From an optimization exercise on the open Yosys and OpenROAD flow, aimed at small area; shortcuts taken in it are not production practice. Only simulation tests tie the RTL to the original design; equivalence was not proved. Power figures rest on the tool's default switching activity, not on a simulated workload.

<file path="flow/config.mk">
export PLATFORM = sky130hd
export DESIGN_NAME = Main_Processor
export DESIGN_NICKNAME = Main_Processor
export VERILOG_FILES = /design/flow/design.v
export SDC_FILE = /design/flow/constraint.sdc
export NUM_CORES = 4
export LEC_CHECK = 0
export CAP_MARGIN = 20
export CORE_MARGIN = 2
export CORE_UTILIZATION = 60
export CTS_CLUSTER_DIAMETER = 80
export CTS_CLUSTER_SIZE = 24
export SLEW_MARGIN = 20
export SYNTH_HIERARCHICAL = 1
export SYNTH_MINIMUM_KEEP_SIZE = 0
</file>
<file path="flow/constraint.sdc">
create_clock -name core_clock -period 13.0 [get_ports {clk}]
set_input_delay 2.6000 -clock core_clock [delete_from_list [all_inputs] [get_ports {clk}]]
set_output_delay 2.6000 -clock core_clock [all_outputs]
set_load 0.01 [all_outputs]
</file>
<file path="flow/design.v">
`timescale 1ns / 1ps
module sign_extender(
    input [11:0] writeData12,
    output [31:0] writeData32
    );
assign writeData32 = {{20{writeData12[11]}}, writeData12};
endmodule
`timescale 1ns / 1ps
module control_unit(
    input [3:0] funct_IF,
    output op_add,    
    output op_log,    
    output op_or,     
    output op_sh,     
    output sub,       
    output right      
    );
wire [3:0] f = funct_IF;
assign op_add = f[3] & ~f[2] & ~f[0];
assign op_log = f[3] & f[2] & ~f[1];
assign op_or  = f[3] & f[2] & ~f[1] & f[0];
assign op_sh  = ~f[3] & ~f[2] & ~f[0];
assign sub    = f[1];
assign right  = f[1];
endmodule
`timescale 1ns / 1ps
module MUX(
    input [31:0] A,
    input [31:0] B,
    input S,
    output [31:0] Y
    );
assign Y = S ? B : A;
endmodule
module write_mux(
    input [31:0] A,
    input [31:0] B,
    input S,
    input S_n,
    output [31:0] Y
    );
assign Y = ({32{S}} & B) | ({32{S_n}} & A);
endmodule
module aoi222(input a1, input b1, input a2, input b2, input a3, input b3, output y);
assign y = ~(a1 & b1 | a2 & b2 | a3 & b3);
endmodule
module aoi22(input a1, input b1, input a2, input b2, output y);
assign y = ~(a1 & b1 | a2 & b2);
endmodule
module aoi221(input a1, input b1, input a2, input b2, input c, output y);
assign y = ~(a1 & b1 | a2 & b2 | c);
endmodule
module nand4g(input a, input b, input c, input d, output y);
assign y = ~(a & b & c & d);
endmodule
module nand3g(input a, input b, input c, output y);
assign y = ~(a & b & c);
endmodule
module or3g(input a, input b, input c, output y);
assign y = a | b | c;
endmodule
`timescale 1ns / 1ps
module register_file(
    input clk,
    input Reset,
    input [4:0] rs1,
    input [4:0] rs2,
    input [4:0] rd,
    input [31:0] wd,
    output [31:0] Data1,
    output [31:0] Data2
    );
    reg [1023:0] regs;
    wire [1023:0] regs_d;
    reg [31:0] valid;
    wire [31:0] we, we_n;
    wire [31:0] s1, s2;
    wire [3:0] init1, init2;
    write_decoder wdec(.rd(rd), .we(we), .we_n(we_n));
    always @(posedge clk, negedge Reset)
        if (Reset == 0) valid <= 32'd0;
        else            valid <= valid | we;
    genvar r;
    generate
        for (r = 0; r < 32; r = r + 1) begin : row
            write_mux wmux(.A(regs[r*32 +: 32]), .B(wd), .S(we[r]), .S_n(we_n[r]),
                           .Y(regs_d[r*32 +: 32]));
        end
    endgenerate
    always @(posedge clk) regs <= regs_d;
    read_decoder rdec1(.rs(rs1), .valid(valid), .sel(s1), .init(init1));
    read_decoder rdec2(.rs(rs2), .valid(valid), .sel(s2), .init(init2));
    read_port rp1(.regs(regs), .sel(s1), .init(init1), .d(Data1));
    read_port rp2(.regs(regs), .sel(s2), .init(init2), .d(Data2));
endmodule
module write_decoder(
    input [4:0] rd,
    output [31:0] we,
    output [31:0] we_n
    );
    assign we = 32'd1 << rd;
    assign we_n = ~we;
endmodule
module read_decoder(
    input [4:0] rs,
    input [31:0] valid,
    output [31:0] sel,
    output [3:0] init
    );
    wire [31:0] hit = 32'd1 << rs;
    wire [31:0] inv = hit & ~valid;
    assign sel = hit & valid;
    assign init[0] = inv[2] | inv[9];
    assign init[1] = inv[1] | inv[2] | inv[5] | inv[6] | inv[9];
    assign init[2] = inv[6] | inv[9] | inv[10];
    assign init[3] = inv[5];
endmodule
module read_port(
    input [1023:0] regs,
    input [31:0] sel,
    input [3:0] init,
    output [31:0] d
    );
    wire [32*11-1:0] x;
    wire [31:0] y0, y1, y2;
    genvar k;
    generate
        for (k = 0; k < 10; k = k + 1) begin : grp
            aoi_group3 g(.s0(sel[3*k]), .s1(sel[3*k+1]), .s2(sel[3*k+2]),
                         .q0(regs[(3*k)*32 +: 32]), .q1(regs[(3*k+1)*32 +: 32]),
                         .q2(regs[(3*k+2)*32 +: 32]), .y(x[k*32 +: 32]));
        end
    endgenerate
    aoi_group2 g10(.s0(sel[30]), .s1(sel[31]), .q0(regs[30*32 +: 32]), .q1(regs[31*32 +: 32]),
                   .init(init), .y(x[10*32 +: 32]));
    nand_group4 n0(.a(x[0 +: 32]), .b(x[32 +: 32]), .c(x[64 +: 32]), .d(x[96 +: 32]), .y(y0));
    nand_group4 n1(.a(x[128 +: 32]), .b(x[160 +: 32]), .c(x[192 +: 32]), .d(x[224 +: 32]), .y(y1));
    nand_group3 n2(.a(x[256 +: 32]), .b(x[288 +: 32]), .c(x[320 +: 32]), .y(y2));
    or_group3 o(.a(y0), .b(y1), .c(y2), .y(d));
endmodule
module aoi_group3(
    input s0, input s1, input s2,
    input [31:0] q0, input [31:0] q1, input [31:0] q2,
    output [31:0] y
    );
    assign y = ~(({32{s0}} & q0) | ({32{s1}} & q1) | ({32{s2}} & q2));
endmodule
module aoi_group2(
    input s0, input s1,
    input [31:0] q0, input [31:0] q1,
    input [3:0] init,
    output [31:0] y
    );
    assign y = ~(({32{s0}} & q0) | ({32{s1}} & q1) | {28'd0, init});
endmodule
module nand_group4(input [31:0] a, input [31:0] b, input [31:0] c, input [31:0] d, output [31:0] y);
    assign y = ~(a & b & c & d);
endmodule
module nand_group3(input [31:0] a, input [31:0] b, input [31:0] c, output [31:0] y);
    assign y = ~(a & b & c);
endmodule
module or_group3(input [31:0] a, input [31:0] b, input [31:0] c, output [31:0] y);
    assign y = a | b | c;
endmodule
`timescale 1ns / 1ps
module ALU(
    input op_add,
    input op_log,
    input op_or,
    input op_sh,
    input sub,
    input right,
    input [31:0] a,
    input [31:0] b,
    input [4:0] shamt,
    output [31:0] result,
    output ZeroFlag
    );
wire [31:0] g, p, s, shn;
adder add(.a(a), .b(b), .sub(sub), .g(g), .p(p), .s(s));
shifter shf(.a(a), .shamt(shamt), .right(right), .en(op_sh), .yn(shn));
assign result = ~(~(({32{op_add}} & s) | ({32{op_log}} & g) | ({32{op_or}} & p)) & shn);
assign ZeroFlag = ~|result;
endmodule
module adder(
    input [31:0] a,
    input [31:0] b,
    input sub,
    output [31:0] g,
    output [31:0] p,
    output [31:0] s
    );
wire [31:0] bx = b ^ {32{sub}};
assign g = a & bx;
assign p = a ^ bx;
reg [31:0] G, P;
integer l, i;
always @(*) begin
    G = g;
    P = p;
    G[0] = g[0] | (p[0] & sub);
    for (l = 0; l < 5; l = l + 1)
        for (i = 0; i < 32; i = i + 1)
            if (((i + 1) % (2 << l)) == 0) begin
                G[i] = G[i] | (P[i] & G[i - (1 << l)]);
                P[i] = P[i] & P[i - (1 << l)];
            end
    for (l = 3; l >= 0; l = l - 1)
        for (i = 0; i < 32; i = i + 1)
            if (((i + 1) % (2 << l)) == (1 << l) && i >= (2 << l)) begin
                G[i] = G[i] | (P[i] & G[i - (1 << l)]);
                P[i] = P[i] & P[i - (1 << l)];
            end
end
assign s = p ^ {G[30:0], sub};
endmodule
module shifter(
    input [31:0] a,
    input [4:0] shamt,
    input right,
    input en,
    output [31:0] yn
    );
wire [31:0] x1, x2, x3, x4;
wire [4:0] keep, left, rgt;
assign keep = ~shamt;
assign left = shamt & {5{~right}};
assign rgt  = shamt & {5{right}};
shift_stage #(.D(1),  .INV(0)) st0(.u(a),  .sn(keep[0]), .sl(left[0]), .sr(rgt[0]), .y(x1));
shift_stage #(.D(2),  .INV(1)) st1(.u(x1), .sn(keep[1]), .sl(left[1]), .sr(rgt[1]), .y(x2));
shift_stage #(.D(4),  .INV(0)) st2(.u(x2), .sn(keep[2]), .sl(left[2]), .sr(rgt[2]), .y(x3));
shift_stage #(.D(8),  .INV(1)) st3(.u(x3), .sn(keep[3]), .sl(left[3]), .sr(rgt[3]), .y(x4));
shift_stage #(.D(16), .INV(0)) st4(.u(x4), .sn(keep[4] & en), .sl(left[4] & en), .sr(rgt[4] & en), .y(yn));
endmodule
module shift_stage #(parameter D = 1, parameter INV = 0) (
    input [31:0] u,
    input sn,
    input sl,
    input sr,
    output [31:0] y
    );
genvar i;
generate
    for (i = 0; i < 32; i = i + 1) begin : b
        wire tl, tr;
        if (i >= D) begin : l
            assign tl = sl & u[i-D];
        end else begin : lz
            assign tl = INV ? sl : 1'b0;
        end
        if (i + D < 32) begin : r
            assign tr = sr & u[i+D];
        end else begin : rz
            assign tr = INV ? sr : 1'b0;
        end
        assign y[i] = ~(sn & u[i] | tl | tr);
    end
endgenerate
endmodule
`timescale 1ns / 1ps
module Instruction_Fetch(
    input clk,
    input reset,
    output [31:0] PC_out
    );
reg [29:0] PC;
wire [29:0] nxt;
wire [30:0] c;
assign c[0] = 1'b1;
genvar i;
generate
    for (i = 0; i < 30; i = i + 1) begin : inc
        half_adder ha(.a(PC[i]), .b(c[i]), .s(nxt[i]), .co(c[i+1]));
    end
endgenerate
assign PC_out = {PC, 2'b00};
always @(posedge clk, negedge reset)
    if (reset == 0) PC <= 30'd0;
    else            PC <= nxt;
endmodule
module half_adder(input a, input b, output s, output co);
assign s = a ^ b;
assign co = a & b;
endmodule
`timescale 1ns / 1ps
module Main_Processor(
    input clk,
    input rst,
    input [31:0] instr,
    output [31:0] pc,
    output [31:0] wb_data,
    output zero
    );
wire [31:0] Data1, Data2, ALUResult, imm32;
wire op_add, op_log, op_or, op_sh, sub, right;
Instruction_Fetch fetch(.clk(clk), .reset(rst), .PC_out(pc));
sign_extender sgn_extd(.writeData12(instr[11:0]), .writeData32(imm32));
control_unit cntrl_unit(.funct_IF({instr[5], instr[2:0]}), .op_add(op_add), .op_log(op_log),
                        .op_or(op_or), .op_sh(op_sh), .sub(sub), .right(right));
register_file reg_file(.clk(clk), .Reset(rst), .rs1(instr[20:16]), .rs2(instr[15:11]),
                       .rd(instr[25:21]), .wd(wb_data), .Data1(Data1), .Data2(Data2));
ALU alu(.op_add(op_add), .op_log(op_log), .op_or(op_or), .op_sh(op_sh), .sub(sub), .right(right),
        .a(Data1), .b(Data2), .shamt(instr[10:6]), .result(ALUResult), .ZeroFlag(zero));
MUX load_mux(.A(ALUResult), .B(imm32), .S(instr[31]), .Y(wb_data));
endmodule
</file>
<file path="flow/run.sh">
#!/bin/bash
# synth_recipe.tcl (not shown) runs the flow's synth.tcl, then flattens the netlist and writes it again
# the make line also repeats each setting of config.mk as NAME=value (left out here)
make -C /OpenROAD-flow-scripts/flow DESIGN_CONFIG=/design/flow/config.mk WORK_HOME=/design/flow/orfs CLKGATE_MAP_FILE= SYNTH_SCRIPT=/design/flow/synth_recipe.tcl finish
</file>
==> reports/metrics.cfg, run 1 <==
[global_routing]
grt_max_degree=63
top_usage_layer=met2
use_met1_pct=59.8
met2_usage_pct=68.1
grt_pass1_vias=44700
use_met3_pct=23.3
grt_usage_pct=48.9
grt_pass1_wl_mm=312
grt_overflow=0
antenna_found_initial=38

[clock_tree]
cts_resized=0
cts.clk_slew.worst_paths_ps=100
htreeDepth=2
cts_buffers=53
clkLatencyLatePin_ps=680
tritoncts=yes
cts_num_sinks=1086
max-clock-path-buffers=3
cts-hold-fix-buffers=0
cts_setup_buffers=0
cts_root_buf=clkbuf_16

[yosys]
syn-cell-area_mm2=0.0507
synth.distinct_cells=71
synth_most_common_cell=dfxtp_1
yosysTopAreaCellShare_pct=40.5
yosysWarnings=9
synth_flop_cell=dfxtp_1
synth_edf_count=0
synthArstFlopShare_pct=5.71
syn_inst=4346
synth-seq-area-share_pct=43.5
ys_seq_elements=1086
synth_commonest_cells=dfxtp_1 (1024), a22o_1 (960), a222oi_1 (738)
synth_top_cells_by_area=dfxtp_1 (40%), a22o_1 (17%), a222oi_1 (15%), buf_6 (7.8%), dfrtp_1 (3.1%)
synth_area_per_cell_um2=11.7
yosysTopAreaCell=dfxtp_1

[timing]
period_share_pct=99.3
fin_skew_ps=29.7
rsz0062_at_grt=false
final.setup.tns_ps=0
setup_viol=0
fmax_ghz=0.0775
max-slew-margin-rel_pct=14.3
min_period_ps=12910
timing.final.hold_violations=0
worstMarginPinSlew_ps=1280
drv_slew=0

[pwr]
ir_drop_uv=123
swShare_pct=33.5
clkPwrFrac_pct=22.7
switchingPower_mw=2.91
leakagePower_nw=20.7
power.density_mw_per_mm2=169
p_seq_share_pct=54.3
p_int_mw=5.77
combPwrFrac_pct=23.0

[critical_path]
r2r_cells=14
r2r-end=reg_file.regs[461]
crit_path_max_fanout=16
worstSetupPathType=in2out
critPathArrivalTime_ps=10310
cp-start-kind=input port
required_ps=10400
reg2reg_setup_slack_ps=6390
timing.rr.start=reg_file.valid[1]
cp-end-kind=primary output

[place]
post-place-cells=5224
numPortBuffers=91
place_area_mm2=0.0497
dp_hpwl_mm=136
gp_congestion=1.02

[floorplanning]
dieArea_mm2=0.0868
initial_utilization_pct=60.5
die_height_um=295
ioPinCount=99
num_rows=106
core_area_mm2=0.0837
die-width_um=295

[drt]
vias=47700
firstDrtPassIters=17
drcViolationCount=0
ant_nets=0
initialDrtViolationCount=13800
avgRoutedWirePerCell_um=41.9
via_per_inst=8.96
wirelength_mm=223

[min_path]
hold_depth=1
hold_path_end=reg_file.valid[4]
hold_class=reg2reg
holdCritStartpoint=reg_file.valid[4]

[cells_and_area]
design_area_mm2=0.0515
area_delta_synth_final_pct=1.64
fin_nets=4263
instances_no_fill=5323
drive_gt1_share_pct=10.3

[run]
maxCapViolations=0

[run_status]
status=complete, no violations

-- worst max-delay path by stage --
stage               slack (ps)      start  endpoint
finish                      90  instr[20]      zero
global route                40  instr[11]      zero
CTS                        650  instr[11]      zero
detailed placement         680  instr[11]      zero
global placement           610  instr[18]      zero
floorplan                 3510  instr[15]      zero
-- Yosys stat by module (local to each module, per instance), excerpt --
module             cells  flops+latches
read_decoder          63              0
control_unit           6              0
adder                195              0
write_decoder         97              0
nand_group4           32              0
ALU                  116              0
Instruction_Fetch     34             30
sign_extender         32              0
aoi_group3            41              0
write_mux             38              0
shifter               15              0
-- logic make-up (layout without fill, tap and decap cells) --
family / count (synthesis) / after routing / share of synthesized area [%]
compound gates: 1959 / 1959 / 35.7
xor+xnor: 48 / 48 / 0.830
fa+ha+maj: 78 / 78 / 2.16
buf+inv: 533 / 356 / 9.82
flops: 1086 / 1086 / 43.5
mux: 35 / 35 / 0.993
other cells: 2 / 22 / 0.0148
simple gates: 605 / 605 / 6.94
-- cell type report --
cell class	instances	area, µm²
Antenna cell	19	47.5
Clock buffer	64	1400
Clock inverter	10	179
Fill cell	6635	32200
Inverter	33	124
Multi-Input combinational cell	2728	23900
Sequential cell	1086	22100
Tap cell	1134	1420
Timing Repair Buffer	249	2410
-- metal layers --
layer / up-vias / routed length, µm / share of wire, %
li1: 18300 / - / -
met1: 23000 / 75600 / 34
met2: 5202 / 88200 / 40
met3: 1123 / 40600 / 18
met4: 22 / 18500 / 8.3
met5: - / 241 / 0.11
-- power groups by stage --
stage | sequential [mW] | combinational, mW | clock, mW
after floorplan | 4.58 | 1.33 | 0
after global placement | 4.66 | 1.82 | 0
after detailed placement | 4.73 | 1.88 | 0
after CTS | 4.66 | 1.89 | 1.95
after global routing | 4.77 | 2.07 | 2.07
final | 4.71 | 1.99 | 1.97
-- state kept, by name, summed over array words and instances (netlist names) --
name	count
fetch.PC	30
reg_file.regs	1024
reg_file.valid	32
-- stage by stage --
step	hold WS (ps)	util [%]	power (mW)	setup slack, ps
finish	486	61.5	8.68	90.6
floorplan	437	-	5.91	3510
global route	495	61.5	8.92	37.2
detailed placement	453	59.4	6.61	680
CTS	481	61.3	8.50	650
global placement	452	59.3	6.47	610
-- cell usage in the layout, fill, tap and decap left out, drive strengths merged, types with 6 or more instances in the layout --
| cell type | count |
|---|---|
| a221oi | 28 |
| a21o | 6 |
| xor2 | 42 |
| and3 | 71 |
| a222oi | 738 |
| a22o | 1024 |
| nand2 | 83 |
| ha | 62 |
| xnor2 | 6 |
| nor2 | 45 |
| o21ai | 6 |
| nand3b | 7 |
| dfxtp | 1024 |
| inv | 39 |
| nand3 | 103 |
| nand4 | 132 |
| a21oi | 13 |
| nor4 | 8 |
| nor3 | 6 |
| or2 | 34 |
| or3 | 65 |
| a22oi | 130 |
| buf | 161 |
| nand2b | 7 |
| fa | 16 |
| and2 | 7 |
| nor2b | 7 |
| mux2 | 32 |
| diode | 19 |
| clkdlybuf4s50 | 88 |
| clkbuf | 64 |
| dfrtp | 62 |
| and3b | 9 |
| nor3b | 11 |
-- worst max-delay path: stages --
cell and delay (ps):
clkdlybuf4s50_1 920, nor3_2 170, and3_1 420, buf_4 340, a222oi_1 450, nand4_1 630
or3_1 810, a222oi_1 630, a222oi_1 360, a222oi_1 610, a222oi_1 210, a22oi_2 450
nand3_1 160, nor4_1 460, nand4_1 300, nor2_1 200, clkdlybuf4s50_1 560
==> inputs of run 2 (changes only) <==
--- a/flow/design.v
+++ b/flow/design.v
@@ -175,3 +175,5 @@
     input [4:0] shamt,
-    output [31:0] result,
+    input li,
+    input [11:0] imm,
+    output [31:0] wb,
     output ZeroFlag
@@ -181,4 +183,16 @@
 shifter shf(.a(a), .shamt(shamt), .right(right), .en(op_sh), .yn(shn));
-assign result = ~(~(({32{op_add}} & s) | ({32{op_log}} & g) | ({32{op_or}} & p)) & shn);
-assign ZeroFlag = ~|result;
+wire [31:0] t = ~(({32{op_add}} & s) | ({32{op_log}} & g) | ({32{op_or}} & p));
+writeback wbk(.t(t), .shn(shn), .li(li), .imm(imm), .wb(wb), .zero(ZeroFlag));
+endmodule
+module writeback(
+    input [31:0] t,
+    input [31:0] shn,
+    input li,
+    input [11:0] imm,
+    output [31:0] wb,
+    output zero
+    );
+wire [31:0] imm_n = ~{{20{imm[11]}}, imm};
+assign wb = ~(({32{~li}} & t & shn) | ({32{li}} & imm_n));
+assign zero = &(t & shn);
 endmodule
@@ -193,4 +207,14 @@
 wire [31:0] bx = b ^ {32{sub}};
+wire [31:0] c;
 assign g = a & bx;
 assign p = a ^ bx;
+carry_tree ct(.g(g), .p(p), .cin(sub), .c(c));
+assign s = p ^ c;
+endmodule
+module carry_tree(
+    input [31:0] g,
+    input [31:0] p,
+    input cin,
+    output [31:0] c
+    );
 reg [31:0] G, P;
@@ -200,3 +224,3 @@
     P = p;
-    G[0] = g[0] | (p[0] & sub);
+    G[0] = g[0] | (p[0] & cin);
     for (l = 0; l < 5; l = l + 1)
@@ -214,3 +238,3 @@
 end
-assign s = p ^ {G[30:0], sub};
+assign c = {G[30:0], cin};
 endmodule
@@ -293,6 +317,5 @@
     );
-wire [31:0] Data1, Data2, ALUResult, imm32;
+wire [31:0] Data1, Data2;
 wire op_add, op_log, op_or, op_sh, sub, right;
 Instruction_Fetch fetch(.clk(clk), .reset(rst), .PC_out(pc));
-sign_extender sgn_extd(.writeData12(instr[11:0]), .writeData32(imm32));
 control_unit cntrl_unit(.funct_IF({instr[5], instr[2:0]}), .op_add(op_add), .op_log(op_log),
@@ -302,4 +325,4 @@
 ALU alu(.op_add(op_add), .op_log(op_log), .op_or(op_or), .op_sh(op_sh), .sub(sub), .right(right),
-        .a(Data1), .b(Data2), .shamt(instr[10:6]), .result(ALUResult), .ZeroFlag(zero));
-MUX load_mux(.A(ALUResult), .B(imm32), .S(instr[31]), .Y(wb_data));
+        .a(Data1), .b(Data2), .shamt(instr[10:6]), .li(instr[31]), .imm(instr[11:0]),
+        .wb(wb_data), .ZeroFlag(zero));
 endmodule
==> flow/flow/run.sh (new file) <==
#!/bin/bash
# Layout flow: the standard synthesis, then every combinational cell of the
# netlist swapped to the smallest cell of its family (the layout's repair steps
# upsize only what slew, capacitance or timing need), then the standard
# layout with a clock tree built without dummy loads, and the smallest buffer
# (not a clock-delay cell) on each input and output port.
set -euo pipefail
here=$(pwd)
lib=$FLOW_HOME/platforms/$FLOW_PLATFORM/lib/sky130_fd_sc_hd__tt_025C_1v80.lib
results=$here/orfs/results/$FLOW_PLATFORM/Main_Processor/base

bash standard.sh synth > "$here/synth.log" 2>&1
python3 flow/downsize.py "$lib" "$results/1_2_yosys.v" > "$here/downsize.log" 2>&1
# the netlist is now newer than 1_synth.odb, so make rebuilds it from there on
touch "$results/1_2_yosys.v"
export CTS_ARGS="-sink_clustering_enable -repair_clock_nets -dont_use_dummy_load -sink_clustering_size 24 -sink_clustering_max_diameter 80"
export BUFFER_PORTS_ARGS="-buffer_cell sky130_fd_sc_hd__buf_1"
bash standard.sh finish > "$here/layout.log" 2>&1
==> flow/flow/downsize.py (new file) <==
#!/usr/bin/env python3
"""Swap every combinational cell of a gate-level netlist to the smallest-area
cell of its family (same function and pins, another drive strength; of equal
areas the strongest). The
layout's own sizing (repair_design, repair_timing) then upsizes only where
slew, capacitance or timing need it. Flip-flops and buffers are left alone.

usage: downsize.py LIBERTY NETLIST   (NETLIST is rewritten in place)"""
import collections
import re
import sys

lib, net = sys.argv[1], sys.argv[2]
text = open(lib).read()
area = {m.group(1): float(m.group(2)) for m in re.finditer(
    r'cell \("?(sky130_fd_sc_hd__\w+)"?\)\s*\{.*?area\s*:\s*([\d.]+)', text, re.S)}
pins = {}
for m in re.finditer(r'cell \("?(sky130_fd_sc_hd__\w+)"?\)\s*\{(.*?)\n    \}', text, re.S):
    pins[m.group(1)] = tuple(sorted(re.findall(r'\bpin \("?(\w+)"?\)', m.group(2))))
family = collections.defaultdict(list)
for c in area:
    m = re.match(r'(sky130_fd_sc_hd__\w+?)_(\d+)$', c)
    if m:
        family[m.group(1)].append(c)

def smallest(cell):
    m = re.match(r'(sky130_fd_sc_hd__\w+?)_(\d+)$', cell)
    if not m:
        return cell
    f = m.group(1)
    if re.search(r'__(df|edf|sdf|sedf|dl|buf|clkbuf|clkdly|dlygate|dlymetal|conb|tap|fill|decap|diode)', f):
        return cell
    same = [c for c in family[f] if pins.get(c) == pins.get(cell)]
    # among the smallest, the strongest
    return min(same, key=lambda c: (area[c], -int(c.rsplit('_', 1)[1])))

src = open(net).read()
swaps = collections.Counter()

def sub(m):
    new = smallest(m.group(2))
    if new != m.group(2):
        swaps[(m.group(2), new)] += 1
    return m.group(1) + new + m.group(3)

out = re.sub(r'^(\s*)(sky130_fd_sc_hd__\w+)(\s)', sub, src, flags=re.M)
open(net, 'w').write(out)
saved = sum(n * (area[a] - area[b]) for (a, b), n in swaps.items())
for (a, b), n in sorted(swaps.items()):
    print(f"{n:5d} {a} -> {b}")
print(f"swapped {sum(swaps.values())} cells, {saved:.1f} um2 less")
==> flow/standard.sh (new file) <==
#!/bin/bash
# synth_recipe.tcl (not shown) runs the flow's synth.tcl, then flattens the netlist and writes it again
# the make line also repeats each setting of config.mk as NAME=value (left out here)
make -C /OpenROAD-flow-scripts/flow DESIGN_CONFIG=/design/flow/config.mk WORK_HOME=/design/flow/orfs CLKGATE_MAP_FILE= SYNTH_SCRIPT=/design/flow/synth_recipe.tcl "${@:-finish}"
--- a/flow/config.mk
+++ b/flow/config.mk
@@ -9,3 +9,3 @@
 export CORE_MARGIN = 2
-export CORE_UTILIZATION = 60
+export CORE_UTILIZATION = 50
 export CTS_CLUSTER_DIAMETER = 80
removed: flow/run.sh
==> reports/metrics.cfg, run 2 <==
[run_status]
status=complete, no violations

[drt]
firstDrtPassIters=17  ; unchanged
ant_nets=0  ; unchanged
wirelength_mm=214  ; -4.2%
avgRoutedWirePerCell_um=39.2  ; -6.4%
initialDrtViolationCount=11300  ; -18%
vias=45500  ; -4.6%
drcViolationCount=0  ; unchanged
via_per_inst=8.34  ; -6.9%

[cells_and_area]
seqCellArea_mm2=0.0221  ; unchanged
nFillCells=8798  ; +33%
final_cell_mix=a22o_1 (1024), dfxtp_1 (1024), a222oi_1 (770)
top_regs=reg_file.regs: 1024 flops, reg_file.valid: 32 flops, fetch.PC: 30 flops
area_delta_synth_final_pct=1.01
multi_input_area_mm2=0.0234  ; -2.1%
regMostFlops=reg_file.regs
fin_nets=4258  ; -0.12%
largest_reg_flops=1024  ; unchanged
design_area_mm2=0.0503  ; -2.3%
drive_gt1_share_pct=9.59  ; -0.72 points
final_util_pct=51.0  ; -11 points

[clock_tree]
cts_num_sinks=1086  ; unchanged
cts_buffers=55  ; +3.8%
cts_root_buf=clkbuf_16
clkLatencyLatePin_ps=740  ; +60 ps
cts_setup_buffers=0  ; unchanged
cts-hold-fix-buffers=0  ; unchanged
tritoncts=yes
htreeDepth=2  ; unchanged
cts_resized=0  ; unchanged
cts.clk_slew.worst_paths_ps=100  ; about the same
max-clock-path-buffers=3  ; unchanged

[yosys]
synthArstFlopShare_pct=5.71  ; unchanged
yosysTopAreaCellShare_pct=40.9  ; +0.44 points
yosysWarnings=9  ; unchanged
ys_seq_elements=1086  ; unchanged
synth_edf_count=0  ; unchanged
synth_area_per_cell_um2=11.6  ; -0.63%
yosys-stat-area_mm2=0.0501
synth-seq-area-share_pct=44.0  ; +0.47 points
synth.distinct_cells=70  ; -1.4%
synth_top_cells_by_area=dfxtp_1 (41%), a22o_1 (17%), a222oi_1 (15%), buf_6 (8.0%), dfrtp_1 (3.1%)
syn-cell-area_mm2=0.0498  ; -1.7%
synth_commonest_cells=dfxtp_1 (1024), a22o_1 (960), a222oi_1 (770)
syn_inst=4298  ; -1.1%
synth_most_common_cell=dfxtp_1
synth_flop_cell=dfxtp_1
yosysTopAreaCell=dfxtp_1

[critical_path]
worstSetupPathType=in2out
cp-start-kind=input port
crit_path_max_fanout=22  ; +6
required_ps=10400  ; about the same
critPathArrivalTime_ps=9470  ; -840 ps
cp-end-kind=primary output

[timing]
fmax_ghz=0.0828  ; +7.0%
fin_skew_ps=69.4  ; +39.7 ps
period_share_pct=92.8  ; -6.5 points
max-slew-margin-rel_pct=20.2  ; +5.9 points
worstMarginPinSlew_ps=1190  ; -89.7 ps
min_period_ps=12070  ; -839 ps
drv_slew=0  ; unchanged
final.setup.tns_ps=0  ; unchanged
rsz0062_at_grt=false
setup_viol=0  ; unchanged
timing.final.hold_violations=0  ; unchanged

[global_routing]
grt_pass1_wl_mm=300  ; -4.0%
grt_max_degree=63  ; unchanged
grt_overflow=0  ; unchanged
antenna_found_initial=18  ; -53%
grt_pass1_vias=41800  ; -6.5%
grt_usage_pct=39.6  ; -9.3 points

[pwr]
leakagePower_nw=20.5  ; -0.71%
power.density_mw_per_mm2=170  ; +0.80%
ir_drop_uv=104  ; -16%

[min_path]
hold_class=reg2reg

[run]
maxCapViolations=0  ; unchanged

[place]
place_area_mm2=0.0489  ; -1.7%
numPortBuffers=91  ; unchanged
gp_congestion=0.966  ; -5.1%
dp_hpwl_mm=128  ; -5.4%

[floorplanning]
dieArea_mm2=0.102  ; +18%
core_area_mm2=0.0986  ; +18%
ioPinCount=99  ; unchanged
die-width_um=320  ; +8.5%
initial_utilization_pct=50.5  ; -10 points
die_height_um=320  ; +8.5%
num_rows=115  ; +8.5%

run 2: critical path, cell delays in order:
cell      delay [ps]
buf_1            310
nor2_1           320
and3_1           530
buf_4            410
a222oi_1         480
nand4_1          460
or3_1            560
xor2_1           180
ha_1             380
nand2_1          120
o21ai_1           90
a221oi_1         290
o41ai_1          120
buf_4            190
a31oi_1          350
inv_2             80
a21o_1           190
xor2_1           140
a222oi_1         410
nand4_1          220
nor4_1           430
and4_1           390
buf_1            180
run 2: worst paths after layout:
| check | startpoint | endpoint | slack (ps) | cells after the start |
|---|---|---|---|---|
| min reg2reg | reg_file.valid[23] | reg_file.valid[23] | 490 | 1 |
| max | instr[11] | zero | 930 | 23 |
| min in group asynchronous | rst | reg_file.valid[28] | 2050 | 2 |
| max in group asynchronous | rst | reg_file.valid[12] | 10370 | 2 |
| min | reg_file.valid[23] | reg_file.valid[23] | 490 | 1 |
| max reg2reg | reg_file.valid[0] | reg_file.regs[215] | 6320 | 20 |
run 2: per-stage QoR:
stage,cells,hold slack [ps],total power [mW],setup slack [ps]
2_1_floorplan,4299,443,6.00,3170
3_3_place_gp,5390,457,6.56,1320
3_5_place_dp,5391,461,6.61,1330
4_1_cts,5446,483,8.43,1320
5_1_grt,5447,497,8.86,797
6_report,5450,489,8.54,930
run 2: cell type report:
| type | instances | area share, % |
|---|---|---|
| inverters | 15 | 0.112 |
| well taps | 1287 | 3.20 |
| diodes | 3 | 0.0149 |
| repair buffers | 276 | 3.64 |
| flip-flops and latches | 1086 | 43.8 |
| multi-input cells | 2728 | 46.4 |
| clock buffers | 55 | 2.74 |
run 2: kinds of logic after synthesis:
family / after synthesis / synth area share (%)
AOI/OAI and AO/OA: 2008 / 36.8
DFF: 1086 / 44.0
and+or+nand+nor: 578 / 6.76
buffers and inverters: 485 / 9.41
xor gates and xnor gates: 64 / 1.12
adders and majority gates: 62 / 1.55
muxes: 13 / 0.355
other: 2 / 0.0150
run 2: modules after synthesis (local to each module, per instance), excerpt:
module	area, µm²	cells inside	flip-flops and latches
Instruction_Fetch	773	34	30
carry_tree	608	98	0
write_decoder	467	97	0
adder	1030	100	0
control_unit	47.5	6	0
ALU	403	41	0
or_group3	200	32	0
nand_group4	200	32	0
shifter	104	15	0
aoi_group2	297	38	0
nand_group3	160	32	0
half_adder	12.5	1	0
read_decoder	444	63	0
write_mux	350	38	0
aoi_group3	403	41	0
run 2: layer usage:
metal  GRT usage (%)  vias to the layer above  share of wire (%)
met5               0                        -              0.016
met4            17.8                        6                5.2
met3            14.1                      779                 16
met2            58.0                     4021                 41
met1            52.0                    22200                 38
li1                -                    18400                  -
run 2: report_power, final:
group	switching [mW]	leakage, nW	total, mW	internal [mW]
clock network	1.13	0.678	1.88	0.752
registers	0.614	9.26	4.73	4.12
logic	1.08	10.6	1.93	0.852
==> inputs of run 3 (changes only) <==
--- a/flow/flow/run.sh
+++ b/flow/flow/run.sh
@@ -15,3 +15,3 @@
 touch "$results/1_2_yosys.v"
-export CTS_ARGS="-sink_clustering_enable -repair_clock_nets -dont_use_dummy_load -sink_clustering_size 24 -sink_clustering_max_diameter 80"
+export CTS_ARGS="-sink_clustering_enable -repair_clock_nets -dont_use_dummy_load -sink_clustering_size 28 -sink_clustering_max_diameter 80"
 export BUFFER_PORTS_ARGS="-buffer_cell sky130_fd_sc_hd__buf_1"
--- a/flow/config.mk
+++ b/flow/config.mk
@@ -12,2 +12,3 @@
 export CTS_CLUSTER_SIZE = 24
+export PLACE_DENSITY = 0.72
 export SLEW_MARGIN = 20
==> reports/metrics.cfg, run 3 <==
[yosys]
synth_edf_count=0  ; unchanged
yosysWarnings=9  ; unchanged
syn-cell-area_mm2=0.0498  ; unchanged
synth_commonest_cells=dfxtp_1 (1024), a22o_1 (960), a222oi_1 (770)
synth.distinct_cells=70  ; unchanged
ys_seq_elements=1086  ; unchanged
synthArstFlopShare_pct=5.71  ; unchanged
synth_top_cells_by_area=dfxtp_1 (41%), a22o_1 (17%), a222oi_1 (15%), buf_6 (8.0%), dfrtp_1 (3.1%)
synth_area_per_cell_um2=11.6  ; unchanged
synth_flop_cell=dfxtp_1
yosys-stat-area_mm2=0.0501  ; unchanged
yosysTopAreaCell=dfxtp_1
yosysTopAreaCellShare_pct=40.9  ; unchanged
synth-seq-area-share_pct=44.0  ; unchanged
syn_inst=4298  ; unchanged
synth_most_common_cell=dfxtp_1

[cells_and_area]
regMostFlops=reg_file.regs
top_regs=reg_file.regs: 1024 flops, reg_file.valid: 32 flops, fetch.PC: 30 flops
instances_no_fill=5431  ; -0.35%
final_cell_mix=a22o_1 (1024), dfxtp_1 (1024), a222oi_1 (770)
area_delta_synth_final_pct=0.457
largest_reg_flops=1024  ; unchanged
fin_nets=4224  ; -0.80%
drive_gt1_share_pct=8.05  ; -1.5 points
multi_input_area_mm2=0.0233  ; -0.31%
seqCellArea_mm2=0.0221  ; unchanged
nFillCells=8631  ; -1.9%
final_util_pct=50.7  ; -0.28 points

[place]
post-place-cells=5357  ; -0.63%
dp_hpwl_mm=122  ; -5.2%
gp_congestion=1.00  ; +3.6%
numPortBuffers=91  ; unchanged

[drt]
avgRoutedWirePerCell_um=37.6  ; -4.1%
drcViolationCount=0  ; unchanged
via_per_inst=8.40  ; +0.68%
wirelength_mm=204  ; -4.4%
firstDrtPassIters=15  ; -2
ant_nets=0  ; unchanged
vias=45600  ; +0.33%
initialDrtViolationCount=12500  ; +11%

[clock_tree]
cts_resized=0  ; unchanged
clkLatencyLatePin_ps=680  ; -60 ps
max-clock-path-buffers=3  ; unchanged
cts_root_buf=clkbuf_16
cts-hold-fix-buffers=0  ; unchanged
cts_setup_buffers=0  ; unchanged
cts_buffers=47  ; -15%
tritoncts=yes
htreeDepth=2  ; unchanged
cts.clk_slew.worst_paths_ps=110  ; about the same
cts_num_sinks=1086  ; unchanged

[floorplanning]
die-width_um=320  ; unchanged
initial_utilization_pct=50.5  ; unchanged
core_area_mm2=0.0986  ; unchanged
die_height_um=320  ; unchanged
dieArea_mm2=0.102  ; unchanged
ioPinCount=99  ; unchanged
num_rows=115  ; unchanged

[run_status]
status=complete, no violations

[critical_path]
critical_path.top_delay_family=simple AND/OR/NAND/NOR gates
cp-start-kind=input port
crit_path_max_fanout=32  ; +45%
worstPathCellList=buf_1, nor2b_1, and3_2, a222oi_1, nand4_1, or3_1, xor2_1, ha_1, nand2_1, o21ai_1, a21oi_1, o41ai_1, buf_4, a41o_1, a31o_2, xor2_1, a222oi_1, nand4_1, nor4_1, and4_1, buf_1
critPathMaxStageDelay_ps=1110  ; +550 ps
worstSetupPathType=in2out
cp_slowest_cell=and3_2
cp-end-kind=primary output
required_ps=10400  ; about the same
worst-path-buf-inv=3  ; -2
critPathArrivalTime_ps=9940  ; +470 ps

[global_routing]
grt_pass1_vias=41400  ; -1.0%
grt_overflow=0  ; unchanged
grt_pass1_wl_mm=288  ; -3.8%
grt_usage_pct=37.6  ; -2.0 points
antenna_found_initial=16  ; -2
grt_max_degree=63  ; unchanged

[timing]
rsz0062_at_grt=false
fmax_ghz=0.0797  ; -3.8%
max-slew-margin-rel_pct=13.9  ; -6.4 points
period_share_pct=96.5  ; +3.6 points
setup_viol=0  ; unchanged
holdWs_ps=486  ; -2.79 ps
worstMarginPinSlew_ps=1290  ; +96.4 ps
min_period_ps=12540  ; +472 ps
final.setup.tns_ps=0  ; unchanged
drv_slew=0  ; unchanged
fin_skew_ps=58.0  ; -11.4 ps
timing.final.hold_violations=0  ; unchanged

[pwr]
leakagePower_nw=20.3  ; -1.0%
power.density_mw_per_mm2=169  ; -0.70%
ir_drop_uv=108  ; +4.0%

[run]
maxCapViolations=0  ; unchanged

[min_path]
hold_class=reg2reg

==> run 3: changes by cell type in the layout (fill, tap and decap cells not counted), sizes merged <==
cell    before  now
buf        274  247
clkbuf      57   50
diode        3   18
==> run 3: cells by family (layout without fill, tap and decap cells) <==
kind of cell	after synthesis	count (layout)	synth area share, %
compound gates	2008	2008	36.8
flops	1086	1086	44.0
simple gates	578	578	6.76
buf+inv	485	312	9.41
xor+xnor	64	64	1.12
fa+ha+maj	62	62	1.55
mux	13	13	0.355
other cells	2	21	0.0150
==> run 3: cell type report <==
class / count / area share [%]
well taps: 1287 / 3.22
diodes: 18 / 0.0901
repair buffers: 250 / 3.58
inverters: 15 / 0.113
flip-flops and latches: 1086 / 44.1
multi-input cells: 2728 / 46.6
clock buffers: 47 / 2.35
==> run 3: worst paths after layout <==
check	from	endpoint	slack (ps)	depth (start not counted)
max in group asynchronous	rst	reg_file.valid[22]	10290	2
setup reg to reg	reg_file.valid[12]	reg_file.regs[725]	5990	21
hold / removal	reg_file.valid[16]	reg_file.valid[16]	490	1
setup / recovery	instr[11]	zero	460	21
min in group asynchronous	rst	fetch.PC[6]	2100	2
hold reg to reg	reg_file.valid[16]	reg_file.valid[16]	490	1
==> run 3: metal layers <==
metal / wire [µm] / part of all wire, % / track usage [%]
met4: 16900 / 8.2 / 26.0
met1: 73300 / 36 / 48.7
met2: 79100 / 39 / 50.4
met5: 65 / 0.032 / 0.757
met3: 35000 / 17 / 15.1
==> run 3: modules after synthesis (local to each module, per instance), a selection <==
module         area [µm²]  cells
register_file       21500   1088
adder                1030    100
writeback             623     92
carry_tree            608     98
write_decoder         467     97
read_decoder          444     63
ALU                   403     41
aoi_group3            403     41
write_mux             350     38
aoi_group2            297     38
nand_group4           200     32
or_group3             200     32
nand_group3           160     32
control_unit         47.5      6
half_adder           12.5      1
==> run 3: stage by stage <==
| step | cell area, µm² | setup WS [ps] | power (mW) |
|---|---|---|---|
| 6_report | 50000 | 457 | 8.44 |
| 5_1_grt | 50000 | 124 | 8.72 |
| 4_1_cts | 49700 | 1020 | 8.29 |
| 3_5_place_dp | 48600 | 1040 | 6.64 |
| 3_3_place_gp | 48500 | 949 | 6.56 |
| 2_1_floorplan | 49800 | 3170 | 6.00 |
==> run 3: worst register-to-register path: stages, from the launching register on <==
cell and delay (ps):
dfrtp_1 400, and3_1 470, buf_4 430, a222oi_1 380, nand4_1 540, or3_1 720, xor2_1 210, ha_1 240
a21oi_1 180, o21ai_1 130, a21oi_1 330, o41ai_1 160, buf_4 180, a21oi_1 370, inv_2 80, a21o_1 200
xor2_1 140, a222oi_1 540, nand2_1 100, o21a_1 400, buf_4 390, a22o_1 310
==> run 3: report_power, final <==
group          switching (mW)  internal (mW)
registers               0.618           4.12
clock network            1.06          0.651
logic                    1.14          0.850
==> inputs of run 4 (changes only) <==
--- a/flow/design.v
+++ b/flow/design.v
@@ -26,10 +26,2 @@
 `timescale 1ns / 1ps
-module MUX(
-    input [31:0] A,
-    input [31:0] B,
-    input S,
-    output [31:0] Y
-    );
-assign Y = S ? B : A;
-endmodule
 module write_mux(
@@ -43,20 +35,2 @@
 endmodule
-module aoi222(input a1, input b1, input a2, input b2, input a3, input b3, output y);
-assign y = ~(a1 & b1 | a2 & b2 | a3 & b3);
-endmodule
-module aoi22(input a1, input b1, input a2, input b2, output y);
-assign y = ~(a1 & b1 | a2 & b2);
-endmodule
-module aoi221(input a1, input b1, input a2, input b2, input c, output y);
-assign y = ~(a1 & b1 | a2 & b2 | c);
-endmodule
-module nand4g(input a, input b, input c, input d, output y);
-assign y = ~(a & b & c & d);
-endmodule
-module nand3g(input a, input b, input c, output y);
-assign y = ~(a & b & c);
-endmodule
-module or3g(input a, input b, input c, output y);
-assign y = a | b | c;
-endmodule
 `timescale 1ns / 1ps
--- a/flow/flow/run.sh
+++ b/flow/flow/run.sh
@@ -15,3 +15,3 @@
 touch "$results/1_2_yosys.v"
-export CTS_ARGS="-sink_clustering_enable -repair_clock_nets -dont_use_dummy_load -sink_clustering_size 28 -sink_clustering_max_diameter 80"
+export CTS_ARGS="-sink_clustering_enable -repair_clock_nets -dont_use_dummy_load -sink_clustering_size 24 -sink_clustering_max_diameter 80"
 export BUFFER_PORTS_ARGS="-buffer_cell sky130_fd_sc_hd__buf_1"
==> reports/metrics.cfg, run 4 <==
[cells_and_area]
seqCellArea_mm2=0.0221  ; unchanged
final_util_pct=50.9  ; +0.19 points
top_regs=reg_file.regs: 1024 flops, reg_file.valid: 32 flops, fetch.PC: 30 flops
multi_input_area_mm2=0.0233  ; unchanged
design_area_mm2=0.0502  ; +0.37%
instances_no_fill=5438  ; +0.13%
nFillCells=8625  ; -0.070%
regMostFlops=reg_file.regs
final_cell_mix=a22o_1 (1024), dfxtp_1 (1024), a222oi_1 (770)
fin_nets=4231  ; +0.17%
largest_reg_flops=1024  ; unchanged
area_delta_synth_final_pct=0.829
drive_gt1_share_pct=8.20  ; +0.16 points

[yosys]
synth.distinct_cells=70  ; unchanged
synthArstFlopShare_pct=5.71  ; unchanged
yosysTopAreaCellShare_pct=40.9  ; unchanged
yosysWarnings=9  ; unchanged
synth-seq-area-share_pct=44.0  ; unchanged
synth_commonest_cells=dfxtp_1 (1024), a22o_1 (960), a222oi_1 (770)
synth_edf_count=0  ; unchanged
syn-cell-area_mm2=0.0498  ; unchanged
synth_flop_cell=dfxtp_1
synth_top_cells_by_area=dfxtp_1 (41%), a22o_1 (17%), a222oi_1 (15%), buf_6 (8.0%), dfrtp_1 (3.1%)
ys_seq_elements=1086  ; unchanged
yosysTopAreaCell=dfxtp_1
syn_inst=4298  ; unchanged
synth_area_per_cell_um2=11.6  ; unchanged
synth_most_common_cell=dfxtp_1
yosys-stat-area_mm2=0.0501  ; unchanged

[place]
post-place-ws_ps=1040  ; unchanged
gp_congestion=1.00  ; unchanged
post-place-cells=5357  ; unchanged
numPortBuffers=91  ; unchanged
dp_hpwl_mm=122  ; unchanged
place_area_mm2=0.0486  ; unchanged

[clock_tree]
htreeDepth=2  ; unchanged
cts_root_buf=clkbuf_16
cts-hold-fix-buffers=0  ; unchanged
cts_num_sinks=1086  ; unchanged
max-clock-path-buffers=3  ; unchanged
clkLatencyLatePin_ps=700  ; +20 ps
cts_setup_buffers=0  ; unchanged
cts.clk_slew.worst_paths_ps=90  ; -20 ps
tritoncts=yes
cts_buffers=53  ; +13%
cts_resized=0  ; unchanged

[timing]
max-slew-margin-rel_pct=12.1  ; -1.7 points
worstMarginPinSlew_ps=1320  ; +29.3 ps
drv_slew=0  ; unchanged
rsz0062_at_grt=false
holdWs_ps=487  ; +0.317 ps
timing.final.ws_setup_ps=458  ; +0.995 ps
setup_viol=0  ; unchanged
fin_skew_ps=63.7  ; +5.70 ps
fmax_ghz=0.0797  ; about the same
final.setup.tns_ps=0  ; unchanged
period_share_pct=96.5  ; about the same
min_period_ps=12540  ; -0.995 ps
timing.final.hold_violations=0  ; unchanged

[critical_path]
crit_path_max_fanout=32  ; unchanged
cp-end-kind=primary output
critPathArrivalTime_ps=9940  ; about the same
required_ps=10400  ; about the same
r2r-end=reg_file.regs[725]
timing.rr.start=reg_file.valid[12]
cp-start-kind=input port
worstSetupPathType=in2out
reg2reg_setup_slack_ps=6080  ; +90 ps
r2r_cells=21  ; unchanged

[floorplanning]
die-width_um=320  ; unchanged
dieArea_mm2=0.102  ; unchanged
initial_utilization_pct=50.5  ; unchanged
core_area_mm2=0.0986  ; unchanged
num_rows=115  ; unchanged
die_height_um=320  ; unchanged
ioPinCount=99  ; unchanged

[global_routing]
grt_max_degree=63  ; unchanged
grt_pass1_vias=41500  ; +0.32%
grt_overflow=0  ; unchanged
grt_usage_pct=37.7  ; +0.11 points
antenna_found_initial=19  ; +3
grt_pass1_wl_mm=289  ; +0.31%

[pwr]
ir_drop_uv=122  ; +13%
leakagePower_nw=20.4  ; +0.44%
power.density_mw_per_mm2=170  ; +0.91%
power_mw=8.54  ; +1.3%

[min_path]
hold_class=reg2reg
hold_path_end=reg_file.valid[31]
hold_depth=1  ; unchanged
holdCritStartpoint=reg_file.valid[31]

[drt]
drcViolationCount=0  ; unchanged
via_per_inst=8.40  ; about the same
firstDrtPassIters=23  ; +8
wirelength_mm=205  ; +0.19%
ant_nets=0  ; unchanged
avgRoutedWirePerCell_um=37.7  ; about the same
initialDrtViolationCount=12600  ; +0.56%
vias=45700  ; +0.15%

[run]
maxCapViolations=0  ; unchanged

[run_status]
status=complete, no violations

## run 4: cell counts after synthesis
Identical to the previous run, type by type.
## run 4: area by class of cell
class	count	share of cell area [%]
diodes	18	0.0897
flip-flops and latches	1086	43.9
inverters	15	0.112
multi-input cells	2728	46.4
clock buffers	53	2.64
repair buffers	251	3.64
well taps	1287	3.21
## run 4: how the worst max path moves through the flow
stage | from | to | slack (ps)
floorplan | instr[15] | zero | 3170
global placement | instr[11] | zero | 950
detailed placement | instr[11] | zero | 1040
CTS | instr[11] | zero | 1010
global route | instr[11] | zero | 390
finish | instr[11] | zero | 460
## run 4: kinds of logic after synthesis
| family | after synthesis | share of synthesized area (%) |
|---|---|---|
| DFF | 1086 | 44.0 |
| adders and majority gates | 62 | 1.55 |
| other | 2 | 0.0150 |
| muxes | 13 | 0.355 |
| buffers and inverters | 485 | 9.41 |
| xor gates and xnor gates | 64 | 1.12 |
| and+or+nand+nor | 578 | 6.76 |
| AOI/OAI and AO/OA | 2008 | 36.8 |
## run 4: per-module statistics from Yosys (local to each module, per instance), a selection
module / times used / flops+latches / cells
writeback: 1 / 0 / 92
aoi_group2: 2 / 0 / 38
ALU: 1 / 0 / 41
shifter: 1 / 0 / 15
nand_group4: 4 / 0 / 32
read_decoder: 2 / 0 / 63
nand_group3: 2 / 0 / 32
## run 4: where the power goes
group | leakage (nW) | total, mW | switching, mW | internal, mW
clock network | 0.653 | 1.81 | 1.09 | 0.727
registers | 9.26 | 4.74 | 0.620 | 4.12
logic | 10.5 | 1.99 | 1.14 | 0.850
total | 20.4 | 8.54 | 2.85 | 5.70
## run 4: worst max-delay path, stage by stage
cell and delay (ps):
buf_1 440, nor2b_1 950, and3_2 1100, a222oi_1 250
nand4_1 290, or3_1 350, xor2_1 210, ha_1 300
a21oi_1 230, o21ai_1 140, a21oi_1 330, o41ai_1 160
buf_4 180, a21oi_1 360, inv_2 80, a21o_1 200
xor2_1 140, a222oi_1 550, nand4_1 170, nor4_1 390
and4_1 330, buf_1 170
## run 4: layer usage
layer  wire length, µm  track usage [%]  vias up
li1                  -                -    18400
met1             73500             48.4    22000
met2             79000             50.3     4411
met3             35100             15.7      869
met4             17100             27.1       10
met5                60            0.189        -
==> inputs of run 5 (changes only) <==
--- a/flow/flow/run.sh
+++ b/flow/flow/run.sh
@@ -4,3 +4,3 @@
 # upsize only what slew, capacitance or timing need), then the standard
-# layout with a clock tree built without dummy loads, and the smallest buffer
+# layout with a clock tree of small buffers built without dummy loads, and the smallest buffer
 # (not a clock-delay cell) on each input and output port.
@@ -15,3 +15,3 @@
 touch "$results/1_2_yosys.v"
-export CTS_ARGS="-sink_clustering_enable -repair_clock_nets -dont_use_dummy_load -sink_clustering_size 24 -sink_clustering_max_diameter 80"
+export CTS_ARGS="-sink_clustering_enable -repair_clock_nets -dont_use_dummy_load -buf_list sky130_fd_sc_hd__clkbuf_4 -sink_clustering_size 10 -sink_clustering_max_diameter 40"
 export BUFFER_PORTS_ARGS="-buffer_cell sky130_fd_sc_hd__buf_1"
==> reports/metrics.cfg, run 5 <==
[clock_tree]
cts.clk_slew.worst_paths_ps=70  ; -20 ps
cts_buffers=142  ; +170%
cts_resized=0  ; unchanged
htreeDepth=4  ; +2
cts_num_sinks=1086  ; unchanged
tritoncts=yes
cts-hold-fix-buffers=0  ; unchanged
cts_root_buf=clkbuf_4
clkLatencyLatePin_ps=1160  ; +460 ps
max-clock-path-buffers=3  ; unchanged
cts_setup_buffers=0  ; unchanged

[timing]
drv_slew=0  ; unchanged
fin_skew_ps=154  ; +90.0 ps
setup_viol=0  ; unchanged
rsz0062_at_grt=false
worstMarginPinSlew_ps=1320  ; +0.571 ps
min_period_ps=12530  ; -16.3 ps
max-slew-margin-rel_pct=12.1  ; -0.038 points
timing.final.hold_violations=0  ; unchanged
holdWs_ps=483  ; -3.72 ps
final.setup.tns_ps=0  ; unchanged
timing.final.ws_setup_ps=475  ; +16.3 ps
period_share_pct=96.3  ; -0.13 points
fmax_ghz=0.0798  ; +0.13%

[cells_and_area]
regMostFlops=reg_file.regs
final_util_pct=50.7  ; -0.27 points
final_cell_mix=a22o_1 (1024), dfxtp_1 (1024), a222oi_1 (770)
top_regs=reg_file.regs: 1024 flops, reg_file.valid: 32 flops, fetch.PC: 30 flops
fin_nets=4320  ; +2.1%
seqCellArea_mm2=0.0221  ; unchanged
instances_no_fill=5527  ; +1.6%
multi_input_area_mm2=0.0233  ; unchanged
design_area_mm2=0.0499  ; -0.53%
drive_gt1_share_pct=10.1  ; +1.9 points
nFillCells=8690  ; +0.75%
largest_reg_flops=1024  ; unchanged
area_delta_synth_final_pct=0.292

[critical_path]
reg2reg_setup_slack_ps=6050  ; -30 ps
timing.rr.start=reg_file.valid[12]
crit_top_cell=a21oi_1
cp-end-kind=primary output
required_ps=10400  ; about the same
r2r_cells=21  ; unchanged
worstPathCellList=buf_1, nor2b_1, and3_2, a222oi_1, nand4_1, or3_1, xor2_1, ha_1, a21oi_1, o21ai_1, a21oi_1, o41ai_1, buf_4, a21oi_1, inv_2, a21o_1, xor2_1, a222oi_1, nand4_1, nor4_1, and4_1, buf_1
cp-start-kind=input port
crit_path_max_fanout=32  ; unchanged
critPathMaxStageDelay_ps=1130  ; +30 ps
worst-path-stages=22  ; unchanged
worst-path-buf-inv=4  ; unchanged
critical_path.top_delay_family=simple AND/OR/NAND/NOR gates
worstSetupPathType=in2out
crit_start=instr[11]
cp_slowest_cell=and3_2
r2r-end=reg_file.regs[597]
critPathArrivalTime_ps=9930  ; about the same

[yosys]
yosysWarnings=9  ; unchanged
synth-seq-area-share_pct=44.0  ; unchanged
yosysTopAreaCell=dfxtp_1
synth_top_cells_by_area=dfxtp_1 (41%), a22o_1 (17%), a222oi_1 (15%), buf_6 (8.0%), dfrtp_1 (3.1%)
synth_most_common_cell=dfxtp_1
syn-cell-area_mm2=0.0498  ; unchanged
yosys-stat-area_mm2=0.0501  ; unchanged
ys_seq_elements=1086  ; unchanged
synth_area_per_cell_um2=11.6  ; unchanged
synth.distinct_cells=70  ; unchanged
synth_edf_count=0  ; unchanged
yosysTopAreaCellShare_pct=40.9  ; unchanged
syn_inst=4298  ; unchanged
synthArstFlopShare_pct=5.71  ; unchanged
synth_flop_cell=dfxtp_1
synth_commonest_cells=dfxtp_1 (1024), a22o_1 (960), a222oi_1 (770)

[run_status]
status=complete, no violations

[place]
post-place-ws_ps=1040  ; unchanged
post-place-cells=5357  ; unchanged
gp_congestion=1.00  ; unchanged
numPortBuffers=91  ; unchanged
place_area_mm2=0.0486  ; unchanged
dp_hpwl_mm=122  ; unchanged

[floorplanning]
die_height_um=320  ; unchanged
die-width_um=320  ; unchanged
ioPinCount=99  ; unchanged
dieArea_mm2=0.102  ; unchanged
initial_utilization_pct=50.5  ; unchanged
num_rows=115  ; unchanged
core_area_mm2=0.0986  ; unchanged

[global_routing]
grt_overflow=0  ; unchanged
grt_pass1_vias=42200  ; +1.6%
grt_usage_pct=38.0  ; +0.30 points
grt_pass1_wl_mm=290  ; +0.45%
grt_max_degree=63  ; unchanged
antenna_found_initial=17  ; -2

[drt]
ant_nets=0  ; unchanged
wirelength_mm=205  ; +0.30%
firstDrtPassIters=17  ; -26%
vias=46100  ; +0.92%
drcViolationCount=0  ; unchanged
initialDrtViolationCount=12400  ; -1.9%
avgRoutedWirePerCell_um=37.2  ; -1.3%
via_per_inst=8.34  ; -0.71%

[min_path]
hold_class=reg2reg
hold_path_end=reg_file.valid[31]
hold_depth=1  ; unchanged
holdCritStartpoint=reg_file.valid[31]

[run]
maxCapViolations=0  ; unchanged

[pwr]
leakagePower_nw=20.4  ; about the same
power_mw=8.35  ; -2.3%
ir_drop_uv=83.2  ; -32%
power.density_mw_per_mm2=167  ; -1.8%

[run 5: cell counts after synthesis]
No cell type changed its count.
[run 5: worst max-delay path by stage]
stage	end	slack (ps)
2_1_floorplan	zero	3170
4_1_cts	zero	1020
5_1_grt	zero	400
6_report	zero	470
3_3_place_gp	zero	950
3_5_place_dp	zero	1040
[run 5: cell type report]
type,instances,share of cell area (%)
Antenna cell,18,0.0902
Clock buffer,142,2.13
Inverter,15,0.113
Multi-Input combinational cell,2728,46.6
Sequential cell,1086,44.2
Tap cell,1287,3.22
Timing Repair Buffer,251,3.64
[run 5: cell families after synthesis]
| group | share of synthesized area (%) |
|---|---|
| compound gates | 36.8 |
| simple gates | 6.76 |
| buf+inv | 9.41 |
| flops | 44.0 |
| other cells | 0.0150 |
| mux | 0.355 |
| fa+ha+maj | 1.55 |
| xor+xnor | 1.12 |
[run 5: modules after synthesis (local to each module, per instance), a selection]
module	times used	cells
adder	1	100
ALU	1	41
aoi_group2	2	38
write_decoder	1	97
writeback	1	92
nand_group4	4	32
carry_tree	1	98
register_file	1	1088
half_adder	30	1
nand_group3	2	32
[run 5: power by group]
group          leakage [nW]  internal, mW  switching (mW)
Combinational          10.5         0.850            1.14
Clock                 0.653         0.502            1.12
Sequential             9.26          4.12           0.619
Total                  20.4          5.47            2.88
[run 5: per-layer routing]
metal	part of all wire [%]	GRT usage, %	vias to the layer above
li1	-	-	18600
met4	8.1	26.5	12
met2	39	51.1	4498
met5	0.061	0.378	-
met1	36	48.6	22100
met3	17	15.9	881

-- port drivers added, routing unchanged --
The flow's constraints put no driver on any port. The routed layouts listed below were extracted and timed again, unchanged, in two steps. Step 1: set_driving_cell puts a clkbuf_16 on clk and a buf_2 on each other input, an assumption about the parent block. Step 2 moves the port delays by t, midway between the first and last clock arrival at a register: inputs arrive t later, outputs are due t later. That takes back most of the time a late clock gives input paths. Three values: ideal, step 1, step 2; two values: the first two.
run	shift t [ns]	setup WS [ns]	worst setup path after step 2	worst register clock-pin slew, ns
run 1	0.736	0.091 / 0.039 / 0.039	input to output	0.11 / 0.11
run 2	0.768	0.930 / 0.895 / 0.895	input to output	0.10 / 0.10
run 3	0.719	0.457 / 0.335 / 0.335	input to output	0.12 / 0.12
run 4	0.735	0.458 / 0.332 / 0.332	input to output	0.11 / 0.11
run 5	1.147	0.475 / 0.365 / 0.365	input to output	0.12 / 0.12
After both steps setup and hold are still met in every run listed. For run 4, which loses most, drivers alone change the setup slack by -0.126 ns; drivers and shift together by -0.126 ns.
